Context: an optimization exercise on an open-source flow, tuned for small area. The choices shown serve that exercise and are no tape-out recipe. Function was checked by simulation only, so behaviour that the tests miss may differ from the original. Power figures rest on the tool's default switching activity, not on a simulated workload.

## MasterShell
module MasterShell(
    input             i_clk,
    input             i_reset,
    input      [7:0]  i_dat,
    output     [7:0]  o_dat,
    output    [15:0]  o_addr,
    output            o_cs,
    output            o_we,
    input             i_ack,
    output            o_hsync,
    output            o_vsync,
    output            o_pixel,
    input             i_uart_rx,
    output            o_uart_tx
);
==> flow/config.mk <==
export PLATFORM = sky130hd
export DESIGN_NAME = MasterShell
export DESIGN_NICKNAME = MasterShell
export VERILOG_FILES = /design/flow/design.v
export SDC_FILE = /design/flow/constraint.sdc
export NUM_CORES = 4
export LEC_CHECK = 0
export CAP_MARGIN = 20
export CORE_MARGIN = 2
export CORE_UTILIZATION = 40
export CTS_BUF_LIST = sky130_fd_sc_hd__clkbuf_8
export SLEW_MARGIN = 20
==> flow/constraint.sdc <==
create_clock -name core_clock -period 10.0 [get_ports {i_clk}]
set_input_delay 2.0000 -clock core_clock [delete_from_list [all_inputs] [get_ports {i_clk}]]
set_output_delay 2.0000 -clock core_clock [all_outputs]
set_load 0.01 [all_outputs]
standard.sh (not shown) runs the stock make flow with config.mk's settings and CLKGATE_MAP_FILE= SYNTH_SCRIPT=/design/flow/synth_recipe.tcl, a recipe that flattens the netlist after the stock synthesis.
==> flow/flow/run.sh <==
#!/bin/bash
# Standard synthesis, then the combinational logic remapped for area with
# Yosys/ABC (flip-flops untouched), then the standard layout with buf_1 port
# buffers.
set -euo pipefail
W=$PWD
F=$W/flow
R=$W/orfs/results/$FLOW_PLATFORM/MasterShell/base
LIB=$FLOW_HOME/platforms/$FLOW_PLATFORM/lib/sky130_fd_sc_hd__tt_025C_1v80.lib

bash standard.sh synth > $W/std_synth.log 2>&1

mkdir -p $W/resyn
python3 $F/splitlib.py $LIB $F/dontuse.txt $W/resyn > $W/splitlib.log 2>&1
cp $R/1_2_yosys.v $W/resyn/in.v
cp $F/resyn.ys $F/abc.script $W/resyn/
(cd $W/resyn && yosys -l $W/resyn.log -q resyn.ys) > /dev/null 2>&1
cp $W/resyn/out.v $R/1_2_yosys.v
rm -f $R/1_synth.odb $W/resyn/*.lib

EXTRA=("BUFFER_PORTS_ARGS=-buffer_cell sky130_fd_sc_hd__buf_1")
if [[ -f $F/cts_args.txt ]]; then
  EXTRA+=("CTS_ARGS=$(cat $F/cts_args.txt)")
fi
bash standard.sh "${EXTRA[@]}" finish > $W/std_layout.log 2>&1
==> flow/flow/abc.script <==
strash
&get -n
&deepsyn -T 60
&put
dch -f
amap
Other scripts of this flow, unchanged in this note and not shown: flow/flow/dontuse.txt, flow/flow/resyn.ys, flow/flow/splitlib.py
Next try:
--- a/flow/flow/run.sh
+++ b/flow/flow/run.sh
@@ -2,4 +2,3 @@
 # Standard synthesis, then the combinational logic remapped for area with
-# Yosys/ABC (flip-flops untouched), then the standard layout with buf_1 port
-# buffers.
+# Yosys/ABC (flip-flops untouched), then the standard layout.
 set -euo pipefail
@@ -20,6 +19,2 @@
 
-EXTRA=("BUFFER_PORTS_ARGS=-buffer_cell sky130_fd_sc_hd__buf_1")
-if [[ -f $F/cts_args.txt ]]; then
-  EXTRA+=("CTS_ARGS=$(cat $F/cts_args.txt)")
-fi
-bash standard.sh "${EXTRA[@]}" finish > $W/std_layout.log 2>&1
+bash standard.sh finish > $W/std_layout.log 2>&1
==> flow/flow/abc.script (replaced) <==
strash
ifraig
scorr
dc2
balance
rewrite
refactor
balance
rewrite
rewrite -z
balance
refactor -z
rewrite -z
balance
strash
dch -f
amap
CTS_BUF_LIST = unset   (was sky130_fd_sc_hd__clkbuf_8)
Result: The changed run finished clean. Synthesized cell count grows by a few percent. Total power went up by about a fifth. Clock-buffer cell count falls by 1. Setup slack degrades by 0.33 ns. Clock skew shrinks by 0.0055 ns. Sequential share of layout area decreases by 3.6 points. Wire length grows by a few percent. Worst hold slack improved by 0.025 ns. Cell area grows by a little under a tenth. Utilization grows by 2.1 points. Clock power came out higher by about a fifth.

---

Starting RTL as in the previous note.
clock: 10.0 ns
lec_check: 0
cap_margin: 20
core_margin: 2
core_utilization: 40
cts_buf_list: sky130_fd_sc_hd__clkbuf_8
slew_margin: 20
==> flow/flow/run.sh <==
#!/bin/bash
# Standard synthesis, then the combinational logic remapped for area with
# Yosys/ABC (flip-flops untouched), then the standard layout with buf_1 port
# buffers and a clock tree of clkbuf_4 without dummy loads (clkbuf_8 if the
# flip-flop clock pins' slew comes out too high).
set -euo pipefail
W=$PWD
F=$W/flow
R=$W/orfs/results/$FLOW_PLATFORM/MasterShell/base
LIB=$FLOW_HOME/platforms/$FLOW_PLATFORM/lib/sky130_fd_sc_hd__tt_025C_1v80.lib

bash standard.sh synth > $W/std_synth.log 2>&1

# remap with four ABC seeds in parallel and keep the smallest netlist
mkdir -p $W/resyn
python3 $F/splitlib.py $LIB $F/dontuse.txt $W/resyn > $W/splitlib.log 2>&1
for S in 0 5 7 13; do
  D=$W/resyn/s$S
  mkdir -p $D
  cp $R/1_2_yosys.v $D/in.v
  cp $F/resyn.ys $D/
  ln -s ../comb.lib ../seq.lib ../map.lib $D/
  sed "s/@SEED@/$S/" $F/abc.script.in > $D/abc.script
  (cd $D && yosys -l $W/resyn_s$S.log -q resyn.ys > /dev/null 2>&1) &
done
wait
BEST=""
BEST_AREA=""
for S in 0 5 7 13; do
  A=$(grep -m1 "Chip area" $W/resyn_s$S.log | awk '{print $NF}' || true)
  [[ -n "$A" && -f $W/resyn/s$S/out.v ]] || continue
  if [[ -z "$BEST" ]] || python3 -c "import sys; sys.exit(0 if $A < $BEST_AREA else 1)"; then
    BEST=$S; BEST_AREA=$A
  fi
done
echo "best seed $BEST area $BEST_AREA" > $W/resyn_best.txt
cp $W/resyn/s$BEST/out.v $R/1_2_yosys.v
rm -f $R/1_synth.odb $W/resyn/*.lib $W/resyn/s*/*.lib

PORTS="BUFFER_PORTS_ARGS=-buffer_cell sky130_fd_sc_hd__buf_1"
CTS="CTS_ARGS=-sink_clustering_enable -repair_clock_nets -dont_use_dummy_load -buf_list"
bash standard.sh "$PORTS" "$CTS sky130_fd_sc_hd__clkbuf_4" finish > $W/std_layout.log 2>&1

LIB=$LIB RESULTS=$R OUT=$W/clkslew.txt openroad -no_init -exit $F/clkslew.tcl > $W/clkslew.log 2>&1
if (( $(cat $W/clkslew.txt) > 125 )); then
  mkdir -p $W/first
  mv $R/4_* $R/5_* $R/6_* $W/out/final.def $W/first/
  bash standard.sh "$PORTS" "$CTS sky130_fd_sc_hd__clkbuf_8" finish > $W/std_layout2.log 2>&1
fi
==> flow/flow/abc.script.in <==
strash
&get -n
&deepsyn -J 300 -T 240 -S @SEED@
&put
dch -f
amap
Other scripts of this flow, unchanged in this note and not shown: flow/flow/clkslew.tcl, flow/flow/dontuse.txt, flow/flow/resyn.ys, flow/flow/splitlib.py
Change:
--- a/flow/flow/run.sh
+++ b/flow/flow/run.sh
@@ -13,27 +13,9 @@
 
-# remap with four ABC seeds in parallel and keep the smallest netlist
 mkdir -p $W/resyn
 python3 $F/splitlib.py $LIB $F/dontuse.txt $W/resyn > $W/splitlib.log 2>&1
-for S in 0 5 7 13; do
-  D=$W/resyn/s$S
-  mkdir -p $D
-  cp $R/1_2_yosys.v $D/in.v
-  cp $F/resyn.ys $D/
-  ln -s ../comb.lib ../seq.lib ../map.lib $D/
-  sed "s/@SEED@/$S/" $F/abc.script.in > $D/abc.script
-  (cd $D && yosys -l $W/resyn_s$S.log -q resyn.ys > /dev/null 2>&1) &
-done
-wait
-BEST=""
-BEST_AREA=""
-for S in 0 5 7 13; do
-  A=$(grep -m1 "Chip area" $W/resyn_s$S.log | awk '{print $NF}' || true)
-  [[ -n "$A" && -f $W/resyn/s$S/out.v ]] || continue
-  if [[ -z "$BEST" ]] || python3 -c "import sys; sys.exit(0 if $A < $BEST_AREA else 1)"; then
-    BEST=$S; BEST_AREA=$A
-  fi
-done
-echo "best seed $BEST area $BEST_AREA" > $W/resyn_best.txt
-cp $W/resyn/s$BEST/out.v $R/1_2_yosys.v
-rm -f $R/1_synth.odb $W/resyn/*.lib $W/resyn/s*/*.lib
+cp $R/1_2_yosys.v $W/resyn/in.v
+cp $F/resyn.ys $F/abc.script $W/resyn/
+(cd $W/resyn && yosys -l $W/resyn.log -q resyn.ys) > /dev/null 2>&1
+cp $W/resyn/out.v $R/1_2_yosys.v
+rm -f $R/1_synth.odb $W/resyn/*.lib
 
==> flow/flow/abc.script (new file) <==
strash
&get -n
&deepsyn -T 60
&put
dch -f
amap
removed: flow/flow/abc.script.in
The new run went through all stages and came out clean.
Clock skew drops by 9.6 ps.
Die area climbs by 0.90%.
Wire length climbs by about 0.5%.
Total power drops by about 0.4%.
Synthesized cell count climbs by about 4%.
Cell area climbs by about 1%.
Via count climbs by 3.4%.
Global-route usage climbs by 0.54 points.
Utilization climbs by 0.26 points.

static timing again, ports no longer ideal:
In the flow no input, the clock included, has a driving cell. The finished layouts below were timed again as built, in two steps.
Step 1 sets driving cells, clkbuf_16 on the clock port and buf_2 on the other inputs (assumed; they add their load-dependent delay and slew).
Step 2 moves the port delays by t, midway between the first and last clock arrival at a register: inputs arrive t later, outputs are due t later. That takes back most of the time a late clock gives input paths.
Slacks: ideal / step 1 / step 2; pairs: ideal / step 1.
run | shift t [ns] | slack for setup (ns) | slew at the worst register clock pin (ns)
the first run of note 1 | 0.478 | 5.331 / 5.344 / 4.865 | 0.08 / 0.08
the second run of note 1 | 0.461 | 4.997 / 5.013 / 4.552 | 0.06 / 0.06
the first run of note 2 | 0.547 | 5.525 / 5.501 / 4.974 | 0.12 / 0.12
the second run of note 2 | 0.552 | 4.858 / 4.867 / 4.314 | 0.11 / 0.11
After both steps setup and hold are still met in every run listed. For the first run of note 2, which loses most, drivers alone change the setup slack by -0.024 ns; drivers and shift together by -0.551 ns.
